Background: an optimization exercise with open tools, aiming at a short achievable clock period and few clock cycles. Do not read the settings as production practice. RTL that was checked went through simulation tests only; none was proved equivalent to the original. No driver is modelled on the clock port, so clocking that relies on it looks cheaper here than on a real chip. Power is estimated from default activity; no workload was simulated.

== v50 ==
## rv32i_core
module rv32i_core (
    input  logic Rst,
    input  logic Clk,
    output logic [31:0] imem_addr,
    input  logic [31:0] imem_rdata,
    output logic        dmem_re,
    output logic        dmem_we,
    output logic [1:0]  dmem_size,
    output logic [31:0] dmem_addr,
    output logic [31:0] dmem_wdata,
    input  logic [31:0] dmem_rdata,
    output logic        retire_valid,
    output logic [31:0] retire_pc,
    output logic        retire_we,
    output logic [4:0]  retire_rd,
    output logic [31:0] retire_wdata
);
    localparam int BN   = 8;             
    localparam int TH   = 15;            
    localparam int TW   = TH - 1;
    localparam int GH   = 15;            
    localparam int LW   = 6;             
    localparam logic [LW-1:0] LMAX = '1;
    logic        stall, redirect;
    logic [31:0] pc_f, pcx_f, ia_f;
    logic        first, firstb;
    logic        v_d;
    logic [31:0] ir_d, pc_d;
    logic        pt_d;
    logic [GH:2] ptgt_d;
    logic [31:0] imm_d, timm_d;
    logic        v_e;
    logic [31:0] pc_e, pc4_e, tgt_e;
    logic [GH:2] ptgt_e;
    logic        pt_e;
    logic [31:0] a_e, b_e, sd_e;
    logic        fa_e, fb_e, fs_e, nf_e;
    logic        sub_e, sra_e;
    logic        s_add_e, s_sll_e, s_slt_e, s_sltu_e, s_xor_e, s_srx_e, s_or_e, s_and_e, s_link_e;
    logic        is_br_e, is_jalr_e, is_ld_e, is_st_e, is_ctl_e, we_e;
    logic        c_eq_e, c_lt_e, c_ltu_e, c_inv_e;
    logic        force_tk_e, m_nt_e, sk_e;
    logic [4:0]  rd_e;
    logic [2:0]  f3_e;
    logic        v_m, re_m, st_m, we_m, is_ld_m, upd_m, tk_m, rdr_m, skill_m;
    logic [31:0] pc_m, res_m, reswn_m, addr_m, sd_m, tgt_m, rpn_m, rptn_m;
    logic        jalr_m;
    logic [4:0]  rd_m;
    logic        lb_m, lh_m, ls_m;
    logic [1:0]  sz_m;
    logic        ret_v, ret_we;
    logic [31:0] ret_pc, ret_wd;
    logic [4:0]  ret_rd;
    logic [BN-1:0] btb_v;
    logic [TW-1:0] btb_tag [BN];
    logic [GH:2]   btb_tgt [BN];
    logic [1:0]    btb_ctr [BN];
    logic [LW-1:0] btb_it [BN];
    logic [LW-1:0] btb_trip [BN];
    logic [BN-1:0] btb_cf;
    logic [BN-1:0] btb_p;
    logic [BN-1:0] fm;
    logic          f_hit;
    logic [GH:2]   f_tgt;
    logic [31:0]   pc_f4, pc_next;
    always_comb begin
        f_tgt = '0;
        for (int i = 0; i < BN; i++) begin
  ...
For scale: about 6800 cells after synthesis, ~240 I/O pins, ~100000 um2 of cells after synthesis.
==> flow/config.mk <==
export PLATFORM = sky130hd
export DESIGN_NAME = rv32i_core
export DESIGN_NICKNAME = rv32i_core
export VERILOG_FILES = /design/flow/design.v
export SDC_FILE = /design/flow/constraint.sdc
export NUM_CORES = 8
export LEC_CHECK = 0
export ABC_CLOCK_PERIOD_IN_PS = 3500
export CAP_MARGIN = 30
export CORE_MARGIN = 2
export CORE_UTILIZATION = 40
export GPL_TIMING_DRIVEN = 1
export SLEW_MARGIN = 20
==> flow/constraint.sdc <==
create_clock -name core_clock -period 12.0 [get_ports {Clk}]
set_input_delay 2.4000 -clock core_clock [delete_from_list [all_inputs] [get_ports {Clk}]]
set_output_delay 2.4000 -clock core_clock [all_outputs]
set_load 0.01 [all_outputs]
standard.sh (not shown) runs the stock make flow with config.mk's settings and CLKGATE_MAP_FILE= SYNTH_SCRIPT=/design/flow/synth_recipe.tcl, a recipe that flattens the netlist after the stock synthesis.
==> flow/flow/run.sh <==
#!/bin/bash
set -euo pipefail
export MOVE_PATTERNS='ret_* st_m* re_m* sz_m* sd_m*'
export EXTRA_MARGINS='8.0 8.5 8.5'
bash standard.sh SETUP_SLACK_MARGIN=8.5 TNS_END_PERCENT=100 MATCH_CELL_FOOTPRINT=0 \
  POST_RESIZE_TCL=$PWD/flow/post_rsz.tcl POST_CTS_TCL=$PWD/flow/post_cts_rep.tcl \
  finish > standard_flow.log 2>&1
==> flow/flow/post_cts_rep.tcl <==
# More rounds of setup repair after clock tree synthesis, aiming at rising
# margins.
foreach m $::env(EXTRA_MARGINS) {
  repair_timing -setup -setup_margin $m -repair_tns 100 -verbose
  detailed_placement
  estimate_parasitics -placement
}
report_worst_slack -max
==> flow/flow/post_rsz.tcl <==
# Move each flip-flop that drives only an output port's buffer, and whose name
# matches one of MOVE_PATTERNS, next to that buffer (detailed placement then
# legalizes it).
set block [ord::get_db_block]
set moved 0
foreach port [get_ports -filter "direction == output"] {
  set pnet [get_nets [get_full_name $port]]
  foreach drv [get_pins -of_objects $pnet -filter "direction == output"] {
    set buf [get_cells -of_objects $drv]
    set bin [get_pins -of_objects $buf -filter "direction == input"]
    set inet [get_nets -of_objects $bin]
    if {[llength [get_pins -of_objects $inet]] != 2} { continue }
    foreach d2 [get_pins -of_objects $inet -filter "direction == output"] {
      set ff [get_cells -of_objects $d2]
      if {[llength [get_pins -of_objects $ff -filter "name == CLK"]] != 1} { continue }
      set name [get_full_name $ff]
      set hit 0
      foreach pat $::env(MOVE_PATTERNS) { if {[string match $pat $name]} { set hit 1 } }
      if {!$hit} { continue }
      set bi [sta::sta_to_db_inst $buf]
      set fi [sta::sta_to_db_inst $ff]
      lassign [$bi getLocation] x y
      $fi setLocation $x $y
      incr moved
    }
  }
}
puts "post_rsz: moved $moved output flip-flops next to their port buffers"
estimate_parasitics -placement
For v33, these inputs were changed with respect to v50:
==> flow/flow/run.sh <==
#!/bin/bash
set -euo pipefail
export MOVE_PATTERNS='ret_* st_m* re_m* sz_m* sd_m*'
bash standard.sh SETUP_SLACK_MARGIN=8.7 TNS_END_PERCENT=100 MATCH_CELL_FOOTPRINT=0 \
  POST_RESIZE_TCL=$PWD/flow/post_rsz.tcl finish > standard_flow.log 2>&1
removed: flow/flow/post_cts_rep.tcl
==> summary.txt <==
- Compared with v50, v33 shows a critical path depth that is 4 lower.
- Library cell contributing the largest single delay on the critical path = sky130_fd_sc_hd__buf_4: v33; library cell contributing the largest single delay on the critical path = sky130_fd_sc_hd__dfxtp_4: v50
- v33 against v50: wire length increased 1.2%; power held; multi-input gate share of total cell area went up; minimum setup slack in the final design now smaller.
Input changes introduced in v36 (baseline for comparison: v33):
==> flow/flow/run.sh <==
#!/bin/bash
set -euo pipefail
export MOVE_PATTERNS='ret_* st_m* re_m* sz_m* sd_m*'
export EXTRA_MARGINS='8.0 8.5 8.5'
export GRT_MARGIN=8.5
bash standard.sh SETUP_SLACK_MARGIN=8.5 TNS_END_PERCENT=100 MATCH_CELL_FOOTPRINT=0 \
  POST_RESIZE_TCL=$PWD/flow/post_rsz.tcl POST_CTS_TCL=$PWD/flow/post_cts_rep.tcl \
  POST_GLOBAL_ROUTE_TCL=$PWD/flow/post_grt_rep.tcl \
  finish > standard_flow.log 2>&1
==> flow/flow/post_cts_rep.tcl (new file) <==
# More rounds of setup repair after clock tree synthesis, aiming at rising
# margins.
foreach m $::env(EXTRA_MARGINS) {
  repair_timing -setup -setup_margin $m -repair_tns 100 -verbose
  detailed_placement
  estimate_parasitics -placement
}
report_worst_slack -max
==> flow/flow/post_grt_rep.tcl (new file) <==
# One more round of setup repair with global-route parasitics; the route
# guides are written again afterwards.
global_route -start_incremental
repair_timing -setup -setup_margin $::env(GRT_MARGIN) -repair_tns 100 -verbose
detailed_placement
global_route -end_incremental
estimate_parasitics -global_routing
report_worst_slack -max
write_guides $::env(RESULTS_DIR)/route.guide
Results
Delta (v36 minus v33): global-route wire length before repair went down by 3400 um, synthesis-to-finish area growth went down by 0.31 points, via count went down by about 0.7%.
For v51, these inputs were changed with respect to v36:
==> flow/flow/run.sh <==
#!/bin/bash
set -euo pipefail
export MOVE_PATTERNS='ret_* st_m* re_m* sz_m* sd_m*'
bash standard.sh SETUP_SLACK_MARGIN=8.5 TNS_END_PERCENT=100 MATCH_CELL_FOOTPRINT=0 \
  POST_RESIZE_TCL=$PWD/flow/post_rsz.tcl finish > standard_flow.log 2>&1
removed: flow/flow/post_cts_rep.tcl
removed: flow/flow/post_grt_rep.tcl
## What came out
- v51: no failed stages, no open violations at the end
- What v36 reported for number of signal-net buffers in the layout has to be multiplied by 0.931 to get the figure for v51.
- From v36 to v51 the numbers moved as follows: area growth from synthesis to layout saw a decrease; total power saw a decrease.
No functional check of the RTL was part of any run of this note.

* * *

Setup of rev 12:
Another version of the RTL of rv32i_core (not shown whole).
Size: about 2400 flip-flops, ~240 I/O pins, about 110000 um2 of cells after synthesis.
Design rv32i_core, start of the top module:
module rv32i_core (
    input  logic Rst,
    input  logic Clk,
    output logic [31:0] imem_addr,
    input  logic [31:0] imem_rdata,
    output logic        dmem_re,
    output logic        dmem_we,
    output logic [1:0]  dmem_size,
    output logic [31:0] dmem_addr,
    output logic [31:0] dmem_wdata,
    input  logic [31:0] dmem_rdata,
    output logic        retire_valid,
    output logic [31:0] retire_pc,
    output logic        retire_we,
    output logic [4:0]  retire_rd,
    output logic [31:0] retire_wdata
);
export LEC_CHECK = 0
export ABC_CLOCK_PERIOD_IN_PS = 3500
export CAP_MARGIN = 30
export CORE_MARGIN = 2
export CORE_UTILIZATION = 40
export GPL_TIMING_DRIVEN = 1
export SLEW_MARGIN = 20
create_clock -name core_clock -period 12.0 [get_ports {Clk}]
==> flow/flow/run.sh <==
#!/bin/bash
set -euo pipefail
bash standard.sh SETUP_SLACK_MARGIN=8.5 TNS_END_PERCENT=100 finish > standard_flow.log 2>&1
Rev 12 completed every stage of the flow, and the final layout passed the timing, DRC and antenna checks.
What rev 13 does differently from rev 12 at the input level:
==> flow/flow/run.sh <==
#!/bin/bash
set -euo pipefail
export MOVE_MIN_GAP=0.3
bash standard.sh SETUP_SLACK_MARGIN=8.5 TNS_END_PERCENT=100 \
  POST_GLOBAL_PLACE_TCL=$PWD/flow/post_gpl.tcl finish > standard_flow.log 2>&1
==> flow/flow/post_gpl.tcl (new file) <==
# Move each flip-flop that drives only an output port's buffer next to that
# buffer, when its data input has timing slack to spare.
set block [ord::get_db_block]
set moved 0
foreach port [get_ports -filter "direction == output"] {
  set pnet [get_nets [get_full_name $port]]
  foreach drv [get_pins -of_objects $pnet -filter "direction == output"] {
    set buf [get_cells -of_objects $drv]
    set bin [get_pins -of_objects $buf -filter "direction == input"]
    set inet [get_nets -of_objects $bin]
    if {[llength [get_pins -of_objects $inet]] != 2} { continue }
    foreach d2 [get_pins -of_objects $inet -filter "direction == output"] {
      set ff [get_cells -of_objects $d2]
      if {[llength [get_pins -of_objects $ff -filter "name == CLK"]] != 1} { continue }
      set dpin [get_pins -of_objects $ff -filter "name == D"]
      if {[llength $dpin] != 1} { continue }
      set ds [get_property $dpin slack_max]
      set os [get_property $port slack_max]
      if {$ds - $os < $::env(MOVE_MIN_GAP)} { continue }
      set bi [sta::sta_to_db_inst $buf]
      set fi [sta::sta_to_db_inst $ff]
      lassign [$bi getLocation] x y
      $fi setLocation $x $y
      incr moved
    }
  }
}
puts "post_gpl: moved $moved output flip-flops next to their port buffers"
estimate_parasitics -placement
Results
The run showing the smaller number of global-route vias before repair is rev 13. Final period utilization, rev 13 and rev 12: larger value in rev 12. Summary of rev 13 over rev 12: reported leakage power shows a reduction of about 0.6%; worst-path maximum fanout shows an increase of 3. Rev 13 vs rev 12 — first-pass GRT wire length dropped 4.4 mm. Compare rev 13 and rev 12 | sequential share of layout area lower: rev 12. The run showing the greater highest ir drop seen on vdd is rev 13.
No run of this note included a check of the RTL's function; only the layout flow was run.

* * *

Setup of the baseline:
rv32i_core, a different RTL version from the one above (not shown whole).
Size: ~2200 flip-flops, roughly 100000 µm² of cells after synthesis.
export LEC_CHECK = 0
export ABC_CLOCK_PERIOD_IN_PS = 3500
export CAP_MARGIN = 30
export CORE_MARGIN = 2
export CORE_UTILIZATION = 40
export GPL_TIMING_DRIVEN = 1
export SLEW_MARGIN = 20
create_clock -name core_clock -period 12.0 [get_ports {Clk}]
==> flow/flow/run.sh <==
#!/bin/bash
set -euo pipefail
export MOVE_PATTERNS='ret_* st_m* re_m* sz_m* sd_m*'
bash standard.sh SETUP_SLACK_MARGIN=8.3 TNS_END_PERCENT=100 MATCH_CELL_FOOTPRINT=0 \
  POST_RESIZE_TCL=$PWD/flow/post_rsz.tcl finish > standard_flow.log 2>&1
Scripts as last shown in full above: flow/flow/post_rsz.tcl
Relative to the baseline, the following input files were edited for the candidate:
==> flow/flow/run.sh <==
#!/bin/bash
set -euo pipefail
export MOVE_PATTERNS='ret_* st_m* re_m* sz_m* sd_m*'
bash standard.sh SETUP_SLACK_MARGIN=8.5 TNS_END_PERCENT=100 MATCH_CELL_FOOTPRINT=0 GLOBAL_PLACEMENT_ARGS=-virtual_cts \
  POST_RESIZE_TCL=$PWD/flow/post_rsz.tcl finish > standard_flow.log 2>&1
[summary]
On sequential power, the candidate tracks the baseline almost exactly. The candidate -> the baseline: number of ordinary inverters in the final layout delta 0, exact match. Run comparison: the baseline slowest library cell on the worst path sky130_fd_sc_hd__dfxtp_1; the candidate slowest library cell on the worst path sky130_fd_sc_hd__or4_4. Diff the baseline and the candidate: average vias per placed instance higher in the candidate. The candidate vs the baseline: final cell area excluding filler cells up in the candidate.
Function was not checked in any run of this note: the RTL went through the layout flow alone.

* * *

rv32i_core, a different RTL version from the one above (not shown whole).
Size in the first run: about 6800 cells after synthesis, ~100000 um^2 of cells after synthesis.
Settings: LEC_CHECK=0, ABC_CLOCK_PERIOD_IN_PS=3500, CAP_MARGIN=30, CORE_MARGIN=2, CORE_UTILIZATION=55, GPL_TIMING_DRIVEN=1, SLEW_MARGIN=20; clock period 12.0 ns.
==> flow/flow/run.sh <==
#!/bin/bash
set -euo pipefail
export MOVE_PATTERNS='ret_* st_m* re_m* sz_m* sd_m*'
bash standard.sh SETUP_SLACK_MARGIN=8.5 TNS_END_PERCENT=100 MATCH_CELL_FOOTPRINT=0 \
  POST_RESIZE_TCL=$PWD/flow/post_rsz.tcl finish > standard_flow.log 2>&1
Scripts as last shown in full above: flow/flow/post_rsz.tcl
Testbench counts at the start, summed over its fixed seeds: cycles 843,059.
Edit:
- CORE_UTILIZATION: 55 -> 50
Outcome: Global-route usage drops by 3.6 points; synthesized area is unchanged; total power goes up slightly; routed wire length is lower slightly; hold slack gets better by 4.1 ps; count of clock-buffer cells in the layout rose by 15.

==> afterwards: timing with drivers on the ports <==
The flow's constraints put no driver on any port. The routed layouts listed below were extracted and timed again, unchanged, in two steps. Step 1, drivers: a clkbuf_16 drives Clk and a buf_2 each remaining input, both assumed. Step 2 also shifts input and output timing later by t, the mid clock arrival at the registers, as if the neighbouring blocks saw the same clock. Three values: ideal, step 1, step 2; two values: the first two.
| run | t, ns | setup WS [ns] | slew at the worst register clock pin (ns) |
|---|---|---|---|
| v50 | 0.983 | 8.087 / 8.087 / 7.580 | 0.07 / 0.07 |
| v33 | 0.954 | 8.083 / 8.083 / 7.645 | 0.07 / 0.07 |
| v36 | 0.984 | 8.046 / 8.046 / 7.548 | 0.07 / 0.07 |
| v51 | 0.982 | 7.996 / 7.996 / 7.648 | 0.07 / 0.07 |
| rev 12 | 0.926 | 8.103 / 8.014 / 7.582 | 0.07 / 0.07 |
| rev 13 | 0.974 | 8.155 / 8.081 / 7.464 | 0.07 / 0.07 |
| the baseline | 0.984 | 8.101 / 8.101 / 7.261 | 0.07 / 0.07 |
| the candidate | 0.962 | 7.950 / 7.950 / 7.482 | 0.08 / 0.08 |
| the first run of note 4 | 0.943 | 8.160 / 8.131 / 7.447 | 0.08 / 0.08 |
| the second run of note 4 | 0.969 | 8.185 / 8.107 / 7.406 | 0.07 / 0.07 |
After both steps every run listed still meets setup and hold. The setup slack of the baseline, which loses most, moves by 0.000 ns with the drivers and by -0.840 ns with both steps.
